This design comes from an exercise in tuning for small area on the open sky130 flow, not from production work.
Function was not checked in any run shown here: the RTL went through the layout flow alone.

==> flow/design.v (outline; a module is shown in full before it is edited, if it fits) <==
// module mulNbit: 826 lines
// module ainv: 5 lines
// module ainvr: 5 lines
// module bxor: 5 lines
// module bxnor: 5 lines
// module bencn: 6 lines
// module bseln: 5 lines
// module fa: 6 lines
module mulNbit(a, b, clk, cin, rst, sum, cout);
  // ...
==> flow/flow/run.sh <==
#!/bin/bash
# The standard layout (standard.sh) with two changes:
#  - after the standard synthesis, every combinational cell is set to the
#    smallest drive strength of its family (flow/downsize.py); the resizer
#    in placement, CTS and routing upsizes what timing needs;
#  - the port buffers are the smallest buffer cell.
set -euo pipefail
ARGS=(BUFFER_PORTS_ARGS="-buffer_cell sky130_fd_sc_hd__buf_1")
R=orfs/results/sky130hd/mulNbit/base
bash standard.sh "${ARGS[@]}" synth > synth.log 2>&1
cp $R/1_2_yosys.v 1_2_yosys.standard.v
python3 flow/downsize.py "$FLOW_HOME/platforms/sky130hd/lib/sky130_fd_sc_hd__tt_025C_1v80.lib" $R/1_2_yosys.v > downsize.log 2>&1
rm -f $R/1_synth.odb $R/1_synth.sdc
bash standard.sh "${ARGS[@]}" finish > standard.log 2>&1
==> flow/flow/downsize.py <==
#!/usr/bin/env python3
"""Set every combinational cell of the synthesized netlist to the smallest
drive strength of its family (same function, same pins); the placement and
routing steps' resizer then upsizes whatever timing needs.
usage: downsize.py LIB NETLIST  (rewrites NETLIST in place)"""
import re
import sys
import collections

lib = open(sys.argv[1]).read()
cells = {}
for m in re.finditer(r'\n\s*cell\s*\(\s*"?(\w+)"?\s*\)\s*\{', lib):
    name = m.group(1)
    start = m.end()
    nxt = lib.find('\n    cell (', start)
    body = lib[start:nxt if nxt > 0 else len(lib)]
    am = re.search(r'area\s*:\s*([\d.]+)', body)
    pins = tuple(sorted(re.findall(r'pin\s*\(\s*"?(\w+)"?\s*\)', body)))
    ff = 'ff (' in body or 'ff(' in body or 'latch' in body
    cells[name] = (float(am.group(1)) if am else 0.0, pins, ff)
fam = collections.defaultdict(list)
for name, (area, pins, ff) in cells.items():
    m = re.match(r'(sky130_fd_sc_hd__\w+?)_(\d+)$', name)
    if m:
        fam[(m.group(1), pins)].append((area, int(m.group(2)), name))
best = {}
for (base, pins), lst in fam.items():
    lst.sort()
    for area, n, name in lst:
        best[name] = lst[0][2]
net = open(sys.argv[2]).read()
count = collections.Counter()


def rep(m):
    name = m.group(1)
    if name not in cells or cells[name][2]:
        return m.group(0)
    if name.startswith(('sky130_fd_sc_hd__clkbuf', 'sky130_fd_sc_hd__conb')):
        return m.group(0)
    b = best.get(name, name)
    if cells[b][0] >= cells[name][0]:
        b = name
    if b != name:
        count[(name, b)] += 1
    return m.group(0).replace(name, b, 1)


net = re.sub(r'^\s*(sky130_fd_sc_hd__\w+)\s', rep, net, flags=re.M)
open(sys.argv[2], 'w').write(net)
for (a, b), n in sorted(count.items()):
    print('%4d %s -> %s' % (n, a, b))
==> flow/standard.sh <==
#!/bin/bash
# synth_recipe.tcl (not shown) runs the flow's synth.tcl, then flattens the netlist and writes it again
# the make line also repeats each setting of config.mk as NAME=value (left out here)
make -C /OpenROAD-flow-scripts/flow DESIGN_CONFIG=/design/flow/config.mk WORK_HOME=/design/flow/orfs CLKGATE_MAP_FILE= SYNTH_SCRIPT=/design/flow/synth_recipe.tcl "${@:-finish}"
==> flow/config.mk <==
export PLATFORM = sky130hd
export DESIGN_NAME = mulNbit
export DESIGN_NICKNAME = mulNbit
export VERILOG_FILES = /design/flow/design.v
export SDC_FILE = /design/flow/constraint.sdc
export NUM_CORES = 4
export LEC_CHECK = 0
export CAP_MARGIN = 10
export CORE_MARGIN = 2
export CORE_UTILIZATION = 60
export CTS_BUF_LIST = sky130_fd_sc_hd__clkbuf_4 sky130_fd_sc_hd__clkbuf_8
export GPL_TIMING_DRIVEN = 0
export SLEW_MARGIN = 10
export SYNTH_HIERARCHICAL = 1
export SYNTH_MINIMUM_KEEP_SIZE = 0
==> flow/constraint.sdc <==
create_clock -name core_clock -period 8.5 [get_ports {clk}]
set_input_delay 1.7000 -clock core_clock [delete_from_list [all_inputs] [get_ports {clk}]]
set_output_delay 1.7000 -clock core_clock [all_outputs]
set_load 0.01 [all_outputs]
==> flow_metrics.py, run 1 <==
metrics = {
    "clocking": {
        "cts_tree": "yes",
        "cts_buffer_depth": 2,
        "postCtsSetupBuffers": 3,
        "cts_buffers": 5,
        "post_cts_resized": 25,
    },
    "sta": {
        "fin_hold_ws_ns": 1.98,
        "setup_viol": 0,
        "rsz0062_at_grt": "no",
        "fmax_mhz": 121,
    },
    "drt": {
        "drtIter0Drc": 1016,
        "route.detailed.drc": 0,
    },
    "layout": {
        "buffer_area_share_pct": 5.20,
    },
    "synth": {
        "syn_area_per_cell_um2": 10.6,
        "ys_warn_count": 7,
    },
    "floorplan": {
        "ioPinCount": 100,
        "dieArea_um2": 19300,
        "taps": 229,
    },
    "worst_setup_path": {
        "path_depth": 17,
        "critPathLaunch": "b[15]",
        "slowest_stage": "nand2_1",
    },
    "min_path": {
        "min_from": "b[1]",
    },
    "run_status": {
        "status": "complete, no violations",
    },
    "flow_run": {
        "max-cap-violations": 0,
    },
}
==> run 2: changes to the inputs <==
--- a/flow/design.v
+++ b/flow/design.v
@@ -1,15 +1,15 @@
 module mulNbit(a, b, clk, cin, rst, sum, cout);
 	parameter N = 32;
 	input [N-1:0] a, b;
 	input cin, clk, rst;
 	output reg [N-1:0] sum;
 	output reg cout;
-  wire neg1, neg2, neg3, neg4, neg5, neg6, neg7, neg8, neg9, neg10, neg11, neg12, neg13, neg14, neg15, neg16, an17, an18, an19, an20, an21, an22, an23, an24, an25, an26, an27, an28, an29, an30, an31, an32, an33, an34, an35, an36, an37, an38, an39, an40, an41, an42, an43, an44, an45, an46, an47, an48, onen49, twon50, onen51, twon52, t53, onen54, twon55, t56, onen57, twon58, t59, onen60, twon61, t62, onen63, twon64, t65, onen66, twon67, t68, onen69, twon70, t71, onen72, twon73, t74, onen75, twon76, t77, onen78, twon79, t80, onen81, twon82, t83, onen84, twon85, t86, onen87, twon88, t89, onen90, twon91, t92, onen93, twon94, t95, pp96, pc97, pp98, pp99, pp100, pp101, pp102, pp103, pp104, pp105, pp106, pp107, pp108, pp109, pp110, pp111, pp112, pp113, pp114, pp115, pp116, pp117, pp118, pp119, pp120, pp121, pp122, pp123, pp124, pp125, pp126, pp127, pp128, pp129, pp130, pc131, pp132, pp133, pp134, pp135, pp136, pp137, pp138, pp139, pp140, pp141, pp142, pp143, pp144, pp145, pp146, pp147, pp148, pp149, pp150, pp151, pp152, pp153, pp154, pp155, pp156, pp157, pp158, pp159, pp160, pp161, pp162, pc163, pp164, pp165, pp166, pp167, pp168, pp169, pp170, pp171, pp172, pp173, pp174, pp175, pp176, pp177, pp178, pp179, pp180, pp181, pp182, pp183, pp184, pp185, pp186, pp187, pp188, pp189, pp190, pp191, pp192, pc193, pp194, pp195, pp196, pp197, pp198, pp199, pp200, pp201, pp202, pp203, pp204, pp205, pp206, pp207, pp208, pp209, pp210, pp211, pp212, pp213, pp214, pp215, pp216, pp217, pp218, pp219, pp220, pc221, pp222, pp223, pp224, pp225, pp226, pp227, pp228, pp229, pp230, pp231, pp232, pp233, pp234, pp235, pp236, pp237, pp238, pp239, pp240, pp241, pp242, pp243, pp244, pp245, pp246, pc247, pp248, pp249, pp250, pp251, pp252, pp253, pp254, pp255, pp256, pp257, pp258, pp259, pp260, pp261, pp262, pp263, pp264, pp265, pp266, pp267, pp268, pp269, pp270, pc271, pp272, pp273, pp274, pp275, pp276, pp277, pp278, pp279, pp280, pp281, pp282, pp283, pp284, pp285, pp286, pp287, pp288, pp289, pp290, pp291, pp292, pc293, pp294, pp295, pp296, pp297, pp298, pp299, pp300, pp301, pp302, pp303, pp304, pp305, pp306, pp307, pp308, pp309, pp310, pp311, pp312, pc313, pp314, pp315, pp316, pp317, pp318, pp319, pp320, pp321, pp322, pp323, pp324, pp325, pp326, pp327, pp328, pp329, pp330, pc331, pp332, pp333, pp334, pp335, pp336, pp337, pp338, pp339, pp340, pp341, pp342, pp343, pp344, pp345, pp346, pc347, pp348, pp349, pp350, pp351, pp352, pp353, pp354, pp355, pp356, pp357, pp358, pp359, pp360, pc361, pp362, pp363, pp364, pp365, pp366, pp367, pp368, pp369, pp370, pp371, pp372, pc373, pp374, pp375, pp376, pp377, pp378, pp379, pp380, pp381, pp382, pc383, pp384, pp385, pp386, pp387, pp388, pp389, pp390, pc391, pp392, pp393, pp394, pp395, pp396, pc397, pp398, pp399, pp400, s401, c402, s403, c404, s405, c406, s407, c408, s409, c410, s411, c412, s413, c414, s415, c416, s417, c418, s419, c420, s421, c422, s423, c424, s425, c426, s427, c428, s429, c430, s431, c432, s433, c434, s435, c436, s437, c438, s439, c440, s441, c442, s443, c444, s445, c446, s447, c448, s449, c450, s451, c452, s453, c454, s455, c456, s457, c458, s459, c460, s461, c462, s463, c464, s465, c466, s467, c468, s469, c470, s471, c472, s473, c474, s475, c476, s477, c478, s479, c480, s481, c482, s483, c484, s485, c486, s487, c488, s489, c490, s491, c492, s493, c494, s495, c496, s497, c498, s499, c500, s501, c502, s503, c504, s505, c506, s507, c508, s509, c510, s511, c512, s513, c514, s515, c516, s517, c518, s519, c520, s521, c522, s523, c524, s525, c526, s527, c528, s529, c530, s531, c532, s533, c534, s535, c536, s537, c538, s539, c540, s541, c542, s543, c544, s545, c546, s547, c548, s549, c550, s551, c552, s553, c554, s555, c556, s557, c558, s559, c560, s561, c562, s563, c564, s565, c566, s567, c568, s569, c570, s571, c572, s573, c574, s575, c576, s577, c578, s579, c580, s581, c582, s583, c584, s585, c586, s587, c588, s589, c590, s591, c592, s593, c594, s595, c596, s597, c598, s599, c600, s601, c602, s603, c604, s605, c606, s607, c608, s609, c610, s611, c612, s613, c614, s615, c616, s617, c618, s619, c620, s621, c622, s623, c624, s625, c626, s627, c628, s629, c630, s631, c632, s633, c634, s635, c636, s637, c638, s639, c640, s641, c642, s643, c644, s645, c646, s647, c648, s649, c650, s651, c652, s653, c654, s655, c656, s657, c658, s659, c660, s661, c662, s663, c664, s665, c666, s667, c668, s669, c670, s671, c672, s673, c674, s675, c676, s677, c678, s679, c680, s681, c682, s683, c684, s685, c686, s687, c688, s689, c690, s691, c692, s693, c694, s695, c696, s697, c698, s699, c700, s701, c702, s703, c704, s705, c706, s707, c708, s709, c710, s711, c712, s713, c714, s715, c716, s717, c718, s719, c720, s721, c722, s723, c724, s725, c726, s727, c728, s729, c730, s731, c732, s733, c734, s735, c736, s737, c738, s739, c740, s741, c742, s743, c744, s745, c746, s747, c748, s749, c750, s751, c752, s753, c754, s755, c756, s757, c758, s759, c760, s761, c762, s763, c764, s765, c766, s767, c768, s769, c770, s771, c772, s773, c774, s775, c776, s777, c778, s779, c780, s781, c782, s783, c784, s785, c786, s787, c788, s789, c790, s791, c792, s793, c794, s795, c796, s797, c798, s799, c800, s801, c802, s803, c804, s805, c806, s807, c808, s809, c810, s811, c812, s813, c814, s815, c816, s817, c818, s819, c820, s821, c822, s823, c824, s825, c826, s827, c828, s829, c830, s831, c832, s833, c834, s835, c836, s837, c838, s839, c840, s841, c842, s843, c844, s845, c846, s847, c848, s849, c850, s851, c852, s853, c854, s855, c856, s857, c858, s859, c860, s861, c862, s863, c864, s865, c866, s867, c868, s869, c870, s871, c872, s873, c874, x875, x876, x877, x878, x879, x880, x881, x882, x883, x884, x885, x886, x887, x888, x889, x890, x891, x892, x893, x894, x895, x896, x897, x898, x899, x900, x901, x902, x903, x904, x905, g906, p907, g908, p909, g910, p911, g912, p913, g914, p915, g916, p917, g918, p919, g920, p921, g922, p923, g924, p925, G926, P927, G928, P929, G930, P931, G932, P933, G934, P935, G936, P937, G938, P939, G940, P941, G942, P943, G944, P945, G946, P947, G948, P949, G950, P951, G952, P953, G954, P955, G956, P957, G958, P959, G960, P961, G962, P963, G964, P965, G966, P967, G968, P969, G970, P971, G972, P973, G974, P975, G976, P977, G978, P979, G980, P981, G982, P983, G984, P985, G986, P987, G988, P989, G990, P991, sum992, sum993, sum994, sum995, sum996, sum997, sum998, sum999, sum1000, sum1001, sum1002, sum1003, sum1004, sum1005, sum1006, sum1007, sum1008, sum1009, sum1010, sum1011;
+  wire neg1, neg2, neg3, neg4, neg5, neg6, neg7, neg8, neg9, neg10, neg11, neg12, neg13, neg14, neg15, neg16, an17, an18, an19, an20, an21, an22, an23, an24, an25, an26, an27, an28, an29, an30, an31, an32, an33, an34, an35, an36, an37, an38, an39, an40, an41, an42, an43, an44, an45, an46, an47, an48, onen49, twon50, onen51, twon52, t53, onen54, twon55, t56, onen57, twon58, t59, onen60, twon61, t62, onen63, twon64, t65, onen66, twon67, t68, onen69, twon70, t71, onen72, twon73, t74, onen75, twon76, t77, onen78, twon79, t80, onen81, twon82, t83, onen84, twon85, t86, onen87, twon88, t89, onen90, twon91, t92, onen93, twon94, t95, pp96, pc97, pp98, pp99, pp100, pp101, pp102, pp103, pp104, pp105, pp106, pp107, pp108, pp109, pp110, pp111, pp112, pp113, pp114, pp115, pp116, pp117, pp118, pp119, pp120, pp121, pp122, pp123, pp124, pp125, pp126, pp127, pp128, pp129, pp130, pc131, pp132, pp133, pp134, pp135, pp136, pp137, pp138, pp139, pp140, pp141, pp142, pp143, pp144, pp145, pp146, pp147, pp148, pp149, pp150, pp151, pp152, pp153, pp154, pp155, pp156, pp157, pp158, pp159, pp160, pp161, pp162, pc163, pp164, pp165, pp166, pp167, pp168, pp169, pp170, pp171, pp172, pp173, pp174, pp175, pp176, pp177, pp178, pp179, pp180, pp181, pp182, pp183, pp184, pp185, pp186, pp187, pp188, pp189, pp190, pp191, pp192, pc193, pp194, pp195, pp196, pp197, pp198, pp199, pp200, pp201, pp202, pp203, pp204, pp205, pp206, pp207, pp208, pp209, pp210, pp211, pp212, pp213, pp214, pp215, pp216, pp217, pp218, pp219, pp220, pc221, pp222, pp223, pp224, pp225, pp226, pp227, pp228, pp229, pp230, pp231, pp232, pp233, pp234, pp235, pp236, pp237, pp238, pp239, pp240, pp241, pp242, pp243, pp244, pp245, pp246, pc247, pp248, pp249, pp250, pp251, pp252, pp253, pp254, pp255, pp256, pp257, pp258, pp259, pp260, pp261, pp262, pp263, pp264, pp265, pp266, pp267, pp268, pp269, pp270, pc271, pp272, pp273, pp274, pp275, pp276, pp277, pp278, pp279, pp280, pp281, pp282, pp283, pp284, pp285, pp286, pp287, pp288, pp289, pp290, pp291, pp292, pc293, pp294, pp295, pp296, pp297, pp298, pp299, pp300, pp301, pp302, pp303, pp304, pp305, pp306, pp307, pp308, pp309, pp310, pp311, pp312, pc313, pp314, pp315, pp316, pp317, pp318, pp319, pp320, pp321, pp322, pp323, pp324, pp325, pp326, pp327, pp328, pp329, pp330, pc331, pp332, pp333, pp334, pp335, pp336, pp337, pp338, pp339, pp340, pp341, pp342, pp343, pp344, pp345, pp346, pc347, pp348, pp349, pp350, pp351, pp352, pp353, pp354, pp355, pp356, pp357, pp358, pp359, pp360, pc361, pp362, pp363, pp364, pp365, pp366, pp367, pp368, pp369, pp370, pp371, pp372, pc373, pp374, pp375, pp376, pp377, pp378, pp379, pp380, pp381, pp382, pc383, pp384, pp385, pp386, pp387, pp388, pp389, pp390, pc391, pp392, pp393, pp394, pp395, pp396, pc397, pp398, pp399, pp400, s401, c402, s403, c404, s405, c406, s407, c408, s409, c410, s411, c412, s413, c414, s415, c416, s417, c418, s419, c420, s421, c422, s423, c424, s425, c426, s427, c428, s429, c430, s431, c432, s433, c434, s435, c436, s437, c438, s439, c440, s441, c442, s443, c444, s445, c446, s447, c448, s449, c450, s451, c452, s453, c454, s455, c456, s457, c458, s459, c460, s461, c462, s463, c464, s465, c466, s467, c468, s469, c470, s471, c472, s473, c474, s475, c476, s477, c478, s479, c480, s481, c482, s483, c484, s485, c486, s487, c488, s489, c490, s491, c492, s493, c494, s495, c496, s497, c498, s499, c500, s501, c502, s503, c504, s505, c506, s507, c508, s509, c510, s511, c512, s513, c514, s515, c516, s517, c518, s519, c520, s521, c522, s523, c524, s525, c526, s527, c528, s529, c530, s531, c532, s533, c534, s535, c536, s537, c538, s539, c540, s541, c542, s543, c544, s545, c546, s547, c548, s549, c550, s551, c552, s553, c554, s555, c556, s557, c558, s559, c560, s561, c562, s563, c564, s565, c566, s567, c568, s569, c570, s571, c572, s573, c574, s575, c576, s577, c578, s579, c580, s581, c582, s583, c584, s585, c586, s587, c588, s589, c590, s591, c592, s593, c594, s595, c596, s597, c598, s599, c600, s601, c602, s603, c604, s605, c606, s607, c608, s609, c610, s611, c612, s613, c614, s615, c616, s617, c618, s619, c620, s621, c622, s623, c624, s625, c626, s627, c628, s629, c630, s631, c632, s633, c634, s635, c636, s637, c638, s639, c640, s641, c642, s643, c644, s645, c646, s647, c648, s649, c650, s651, c652, s653, c654, s655, c656, s657, c658, s659, c660, s661, c662, s663, c664, s665, c666, s667, c668, s669, c670, s671, c672, s673, c674, s675, c676, s677, c678, s679, c680, s681, c682, s683, c684, s685, c686, s687, c688, s689, c690, s691, c692, s693, c694, s695, c696, s697, c698, s699, c700, s701, c702, s703, c704, s705, c706, s707, c708, s709, c710, s711, c712, s713, c714, s715, c716, s717, c718, s719, c720, s721, c722, s723, c724, s725, c726, s727, c728, s729, c730, s731, c732, s733, c734, s735, c736, s737, c738, s739, c740, s741, c742, s743, c744, s745, c746, s747, c748, s749, c750, s751, c752, s753, c754, s755, c756, s757, c758, s759, c760, s761, c762, s763, c764, s765, c766, s767, c768, s769, c770, s771, c772, s773, c774, s775, c776, s777, c778, s779, c780, s781, c782, s783, c784, s785, c786, s787, c788, s789, c790, s791, c792, s793, c794, s795, c796, s797, c798, s799, c800, s801, c802, s803, c804, s805, c806, s807, c808, s809, c810, s811, c812, s813, c814, s815, c816, s817, c818, s819, c820, s821, c822, s823, c824, s825, c826, s827, c828, s829, c830, s831, c832, s833, c834, s835, c836, s837, c838, s839, c840, s841, c842, s843, c844, s845, c846, s847, c848, s849, c850, s851, c852, s853, c854, s855, c856, s857, c858, s859, c860, s861, c862, s863, c864, s865, c866, s867, c868, s869, c870, s871, c872, s873, c874, x875, x876, x877, x878, x879, x880, x881, x882, x883, x884, x885, x886, x887, x888, x889, x890, x891, x892, x893, x894, x895, x896, x897, x898, x899, x900, x901, x902, x903, x904, x905, g906, p907, g908, p909, g910, p911, g912, p913, g914, p915, g916, p917, g918, p919, g920, p921, g922, p923, g924, p925, G926, P927, G928, P929, G930, P931, G932, P933, G934, P935, G936, P937, G938, P939, G940, P941, G942, P943, G944, P945, G946, P947, G948, P949, G950, P951, G952, P953, G954, P955, G956, P957, G958, P959, G960, P961, G962, P963, G964, P965, G966, P967, G968, P969, G970, P971, G972, P973, G974, P975, G976, P977, G978, P979, G980, P981, G982, P983, G984, P985, G986, P987, G988, P989, G990, P991, G992, P993, G994, P995, G996, P997, G998, P999, G1000, P1001, G1002, P1003, G1004, P1005, sum1006, sum1007, sum1008, sum1009, sum1010, sum1011, sum1012, sum1013, sum1014, sum1015, sum1016, sum1017, sum1018, sum1019, sum1020, sum1021, sum1022, sum1023, sum1024, sum1025;
   wire [32:0] prod;
   assign neg1 = b[1];
   assign neg2 = b[3];
   assign neg3 = b[5];
   assign neg4 = b[7];
   assign neg5 = b[9];
   assign neg6 = b[11];
   assign neg7 = b[13];
@@ -715,115 +715,129 @@
   assign G938 = 1'b0 | (s711 & g918);
   assign P939 = s711 & p919;
   assign G940 = 1'b0 | (s761 & g920);
   assign P941 = s761 & p921;
   assign G942 = 1'b0 | (s815 & g922);
   assign P943 = s815 & p923;
   assign G944 = 1'b0 | (s873 & g924);
   assign P945 = s873 & p925;
-  assign G946 = G928 | (P929 & G926);
-  assign P947 = P929 & P927;
-  assign G948 = G932 | (P933 & G930);
-  assign P949 = P933 & P931;
-  assign G950 = G936 | (P937 & G934);
-  assign P951 = P937 & P935;
-  assign G952 = G940 | (P941 & G938);
-  assign P953 = P941 & P939;
-  assign G954 = G944 | (P945 & G942);
-  assign P955 = P945 & P943;
-  assign G956 = G948 | (P949 & G946);
-  assign P957 = P949 & P947;
-  assign G958 = G952 | (P953 & G950);
-  assign P959 = P953 & P951;
-  assign G960 = G958 | (P959 & G956);
-  assign P961 = P959 & P957;
-  assign G962 = G950 | (P951 & G956);
-  assign P963 = P951 & P957;
-  assign G964 = G954 | (P955 & G960);
-  assign P965 = P955 & P961;
-  assign G966 = G930 | (P931 & G946);
-  assign P967 = P931 & P947;
-  assign G968 = G934 | (P935 & G956);
-  assign P969 = P935 & P957;
-  assign G970 = G938 | (P939 & G962);
-  assign P971 = P939 & P963;
-  assign G972 = G942 | (P943 & G960);
-  assign P973 = P943 & P961;
-  assign G974 = g908 | (p909 & G926);
-  assign P975 = p909 & P927;
-  assign G976 = g910 | (p911 & G946);
-  assign P977 = p911 & P947;
-  assign G978 = g912 | (p913 & G966);
-  assign P979 = p913 & P967;
-  assign G980 = g914 | (p915 & G956);
-  assign P981 = p915 & P957;
-  assign G982 = g916 | (p917 & G968);
-  assign P983 = p917 & P969;
-  assign G984 = g918 | (p919 & G962);
-  assign P985 = p919 & P963;
-  assign G986 = g920 | (p921 & G970);
-  assign P987 = p921 & P971;
-  assign G988 = g922 | (p923 & G960);
-  assign P989 = p923 & P961;
-  assign G990 = g924 | (p925 & G972);
-  assign P991 = p925 & P973;
-  assign sum992 = p907 ^ 1'b0;
-  assign sum993 = p909 ^ G926;
-  assign sum994 = s521 ^ G974;
-  assign sum995 = p911 ^ G946;
-  assign sum996 = s551 ^ G976;
-  assign sum997 = p913 ^ G966;
-  assign sum998 = s585 ^ G978;
-  assign sum999 = p915 ^ G956;
-  assign sum1000 = s623 ^ G980;
-  assign sum1001 = p917 ^ G968;
-  assign sum1002 = s665 ^ G982;
-  assign sum1003 = p919 ^ G962;
-  assign sum1004 = s711 ^ G984;
-  assign sum1005 = p921 ^ G970;
-  assign sum1006 = s761 ^ G986;
-  assign sum1007 = p923 ^ G960;
-  assign sum1008 = s815 ^ G988;
-  assign sum1009 = p925 ^ G972;
-  assign sum1010 = s873 ^ G990;
-  assign sum1011 = x905 ^ G964;
+  assign G946 = g908 | (p909 & G926);
+  assign P947 = p909 & P927;
+  assign G948 = G928 | (P929 & G926);
+  assign P949 = P929 & P927;
+  assign G950 = g912 | (p913 & G930);
+  assign P951 = p913 & P931;
+  assign G952 = G932 | (P933 & G930);
+  assign P953 = P933 & P931;
+  assign G954 = g916 | (p917 & G934);
+  assign P955 = p917 & P935;
+  assign G956 = G936 | (P937 & G934);
+  assign P957 = P937 & P935;
+  assign G958 = g920 | (p921 & G938);
+  assign P959 = p921 & P939;
+  assign G960 = G940 | (P941 & G938);
+  assign P961 = P941 & P939;
+  assign G962 = g924 | (p925 & G942);
+  assign P963 = p925 & P943;
+  assign G964 = G944 | (P945 & G942);
+  assign P965 = P945 & P943;
+  assign G966 = g910 | (p911 & G948);
+  assign P967 = p911 & P949;
+  assign G968 = G930 | (P931 & G948);
+  assign P969 = P931 & P949;
+  assign G970 = G950 | (P951 & G948);
+  assign P971 = P951 & P949;
+  assign G972 = G952 | (P953 & G948);
+  assign P973 = P953 & P949;
+  assign G974 = g918 | (p919 & G956);
+  assign P975 = p919 & P957;
+  assign G976 = G938 | (P939 & G956);
+  assign P977 = P939 & P957;
+  assign G978 = G958 | (P959 & G956);
+  assign P979 = P959 & P957;
+  assign G980 = G960 | (P961 & G956);
+  assign P981 = P961 & P957;
+  assign G982 = g914 | (p915 & G972);
+  assign P983 = p915 & P973;
+  assign G984 = G934 | (P935 & G972);
+  assign P985 = P935 & P973;
+  assign G986 = G954 | (P955 & G972);
+  assign P987 = P955 & P973;
+  assign G988 = G956 | (P957 & G972);
+  assign P989 = P957 & P973;
+  assign G990 = G974 | (P975 & G972);
+  assign P991 = P975 & P973;
+  assign G992 = G976 | (P977 & G972);
+  assign P993 = P977 & P973;
+  assign G994 = G978 | (P979 & G972);
+  assign P995 = P979 & P973;
+  assign G996 = G980 | (P981 & G972);
+  assign P997 = P981 & P973;
+  assign G998 = g922 | (p923 & G996);
+  assign P999 = p923 & P997;
+  assign G1000 = G942 | (P943 & G996);
+  assign P1001 = P943 & P997;
+  assign G1002 = G962 | (P963 & G996);
+  assign P1003 = P963 & P997;
+  assign G1004 = G964 | (P965 & G996);
+  assign P1005 = P965 & P997;
+  assign sum1006 = p907 ^ 1'b0;
+  assign sum1007 = p909 ^ G926;
+  assign sum1008 = s521 ^ G946;
+  assign sum1009 = p911 ^ G948;
+  assign sum1010 = s551 ^ G966;
+  assign sum1011 = p913 ^ G968;
+  assign sum1012 = s585 ^ G970;
+  assign sum1013 = p915 ^ G972;
+  assign sum1014 = s623 ^ G982;
+  assign sum1015 = p917 ^ G984;
+  assign sum1016 = s665 ^ G986;
+  assign sum1017 = p919 ^ G988;
+  assign sum1018 = s711 ^ G990;
+  assign sum1019 = p921 ^ G992;
+  assign sum1020 = s761 ^ G994;
+  assign sum1021 = p923 ^ G996;
+  assign sum1022 = s815 ^ G998;
+  assign sum1023 = p925 ^ G1000;
+  assign sum1024 = s873 ^ G1002;
+  assign sum1025 = x905 ^ G1004;
   assign prod[0] = pp96;
   assign prod[1] = s401;
   assign prod[2] = s403;
   assign prod[3] = s407;
   assign prod[4] = s411;
   assign prod[5] = s417;
   assign prod[6] = s423;
   assign prod[7] = s431;
   assign prod[8] = s439;
   assign prod[9] = s449;
   assign prod[10] = s459;
   assign prod[11] = s471;
   assign prod[12] = s483;
-  assign prod[13] = sum992;
-  assign prod[14] = sum993;
-  assign prod[15] = sum994;
-  assign prod[16] = sum995;
-  assign prod[17] = sum996;
-  assign prod[18] = sum997;
-  assign prod[19] = sum998;
-  assign prod[20] = sum999;
-  assign prod[21] = sum1000;
-  assign prod[22] = sum1001;
-  assign prod[23] = sum1002;
-  assign prod[24] = sum1003;
-  assign prod[25] = sum1004;
-  assign prod[26] = sum1005;
-  assign prod[27] = sum1006;
-  assign prod[28] = sum1007;
-  assign prod[29] = sum1008;
-  assign prod[30] = sum1009;
-  assign prod[31] = sum1010;
-  assign prod[32] = sum1011;
+  assign prod[13] = sum1006;
+  assign prod[14] = sum1007;
+  assign prod[15] = sum1008;
+  assign prod[16] = sum1009;
+  assign prod[17] = sum1010;
+  assign prod[18] = sum1011;
+  assign prod[19] = sum1012;
+  assign prod[20] = sum1013;
+  assign prod[21] = sum1014;
+  assign prod[22] = sum1015;
+  assign prod[23] = sum1016;
+  assign prod[24] = sum1017;
+  assign prod[25] = sum1018;
+  assign prod[26] = sum1019;
+  assign prod[27] = sum1020;
+  assign prod[28] = sum1021;
+  assign prod[29] = sum1022;
+  assign prod[30] = sum1023;
+  assign prod[31] = sum1024;
+  assign prod[32] = sum1025;
 	always @ (posedge clk)
 	begin
 		{cout, sum} <= prod;
 	end
 endmodule
 module ainv(x, y);
 	input x;
 	output y;
--- a/flow/config.mk
+++ b/flow/config.mk
@@ -5,11 +5,12 @@
 export SDC_FILE = /design/flow/constraint.sdc
 export NUM_CORES = 4
 export LEC_CHECK = 0
 export CAP_MARGIN = 10
 export CORE_MARGIN = 2
 export CORE_UTILIZATION = 60
 export CTS_BUF_LIST = sky130_fd_sc_hd__clkbuf_4 sky130_fd_sc_hd__clkbuf_8
 export GPL_TIMING_DRIVEN = 0
+export PLACE_DENSITY = 0.75
 export SLEW_MARGIN = 10
 export SYNTH_HIERARCHICAL = 1
 export SYNTH_MINIMUM_KEEP_SIZE = 0
==> flow_metrics.py, run 2 <==
metrics = {
    "worst_setup_path": {
        "startpoint_type": "input port",
        "path_buf_inv": 1,
        "path_depth": 18,
        "slowest_stage": "xnor2_2",
        "crit_required_ns": 8.73,
        "cpPeakStageDelay_ns": 0.67,
        "endpoint_kind": "flip-flop",
        "crit_top_cell": "fa_1",
        "cp.arrival_ns": 8.57,
        "worstPathCellList": "buf_2 -> xnor2_2 -> nand2_2 -> o22ai_1 -> xor2_1 -> fa_1 -> fa_1 -> fa_1 -> fa_1 -> fa_1 -> fa_1 -> fa_1 -> xnor2_1 -> xnor2_1 -> xnor2_1 -> xnor3_1 -> xnor2_1 -> xnor2_1",
        "worstPathMaxFanout": 21,
        "critPathTopFamily": "adder cells",
        "crit_type": "in -> reg",
    },
    "clocking": {
        "cts_buffer_depth": 2,
        "htree_levels": 2,
        "path_clk_slew_ns": 0.08,
        "cts.sinks": 33,
        "cts_buffers": 5,
        "root_buffer": "clkbuf_8",
        "cts_tree": "yes",
        "cts_hold_buf": 0,
    },
    "floorplan": {
        "core-area_um2": 17900,
        "rows": 49,
        "ioPinCount": 100,
        "die_width_um": 139,
        "die_h_um": 139,
        "dieArea_um2": 19300,
        "initial_core_util_pct": 60.9,
    },
    "synth": {
        "syn_nets": 1353,
        "syn_area_per_cell_um2": 10.5,
        "netlist_area_um2": 10900,
        "ys_warn_count": 7,
        "syn_inst": 1035,
    },
    "sta": {
        "finalCritPeriodShare_pct": 98.0,
        "tns_ns": 0,
        "slew_headroom_pct": 21.9,
        "min_period_ns": 8.33,
        "slew_violations": 0,
        "setup_viol": 0,
        "hold_viol_final": 0,
        "worst_pin_slew_ns": 1.17,
        "fmax_mhz": 120,
    },
    "global_route": {
        "gr-usage-all-layers_pct": 35.4,
        "antenna_found_initial": 0,
        "grt_max_degree": 33,
        "grt_pass1_vias": 9939,
        "overflow": 0,
        "grt_pass1_wl_um": 53900,
    },
    "layout": {
        "layout_commonest_cell": "xor2_1",
        "nNetsFinal": 1484,
        "areaGrowthSynthToFinish_pct": 13.6,
        "post-route-util_pct": 69.2,
        "largest_register_ffs": 32,
        "final_cell_mix": "292 x xor2_1, 270 x o22ai_1, 235 x fa_1, 87 x buf_1, 41 x xnor2_1",
        "postLayoutCellArea_um2": 12400,
        "drive_above_1_share_pct": 6.77,
        "n_fill_cell": 1351,
        "antenna_cells": 0,
    },
    "drt": {
        "wl_per_cell_um": 25.6,
        "totalWireLength_um": 35700,
        "vias": 9969,
        "route.detailed.drc": 0,
        "vias_per_cell": 7.14,
        "ant_nets": 0,
        "drtIter0Drc": 1531,
        "first_pass_iters": 8,
    },
    "placement": {
        "globalplace.congestion": 0.924,
        "post_dp_cell_area_um2": 11900,
        "dp_hpwl_um": 23700,
        "io_buffers": 98,
    },
    "flow_run": {
        "max-cap-violations": 0,
    },
    "min_path": {
        "min_path_type": "in -> reg",
        "hold_path_depth": 3,
    },
    "run_status": {
        "status": "complete, no violations",
    },
}
[run 2: tightest hold or removal path, stage by stage]
cell and delay [ns]:
buf_4 0.23, xor2_1 0.21, ha_1 0.15
[run 2: layout make-up]
type                       count  area, um^2  share of cell area [%]
timing repair inverter         1        5.00                  0.0404
clock buffer                   7        96.3                   0.778
multi-input combinational    987       10500                    84.8
inverter                      14        56.3                   0.454
buffer                         2        10.0                  0.0808
timing repair buffer         122         768                    6.20
sequential                    33         661                    5.33
clock inverter                 1        5.00                  0.0404
tap                          229         287                    2.31
[run 2: stage by stage]
stage               cells  setup slack [ns]  hold WS (ns)
floorplan            1035           0.00833          1.95
global placement     1362             -3.46          2.09
detailed placement   1374             -1.67          2.08
CTS                  1384          0.000597          2.06
global route         1396           -0.0868          2.03
finish               1396             0.168          2.02
[run 2: final timing paths]
kind	from	end
max	b[15]	cout$_DFF_P_
min	b[1]	sum[1]$_DFF_P_
[run 2: timing repair]
| action | in CTS | in global routing |
|---|---|---|
| pin swaps | 1 | 5 |
| resized for setup | 31 | 22 |
| setup endpoints to repair | 20 | 10 |
| buffers inserted | 1 | 9 |
| gates cloned | 1 | 2 |
[run 2: routing by layer]
layer  wire length (um)  GRT usage, %  share of wire [%]
met2              16600          56.2                 47
met4               2300          17.5                6.4
met5                  0             0                  0
met1              12300          46.6                 35
met3               4470          7.63                 13

[afterwards: timing with drivers on the ports]
No port has a modelled driver above. Below, the same layouts with a new extraction and two added sets of constraints. Step 1 assumes that a clkbuf_16 drives the clock port and a buf_2 every other input. Step 2 moves the port delays by t, midway between the first and last clock arrival at a register: inputs arrive t later, outputs are due t later. That takes back most of the time a late clock gives input paths. a / b / c = no drivers / after step 1 / after step 2; a / b = the first two.
| run | t (ns) | setup WS [ns] | hold slack, ns | worst setup path at the end | clock arrival spread, ns |
|---|---|---|---|---|---|
| run 1 | 0.373 | 0.267 / 0.282 / -0.091 | 1.976 / 1.957 / 2.112 | input to register | 0.012 / 0.012 |
| run 2 | 0.345 | 0.168 / 0.181 / -0.164 | 2.019 / 2.012 / 2.103 | input to register | 0.012 / 0.012 |
Met with ideal ports but missed after step 2: setup timing in run 1 and run 2. The setup slack of run 1, which loses most, moves by +0.015 ns with the drivers and by -0.358 ns with both steps.
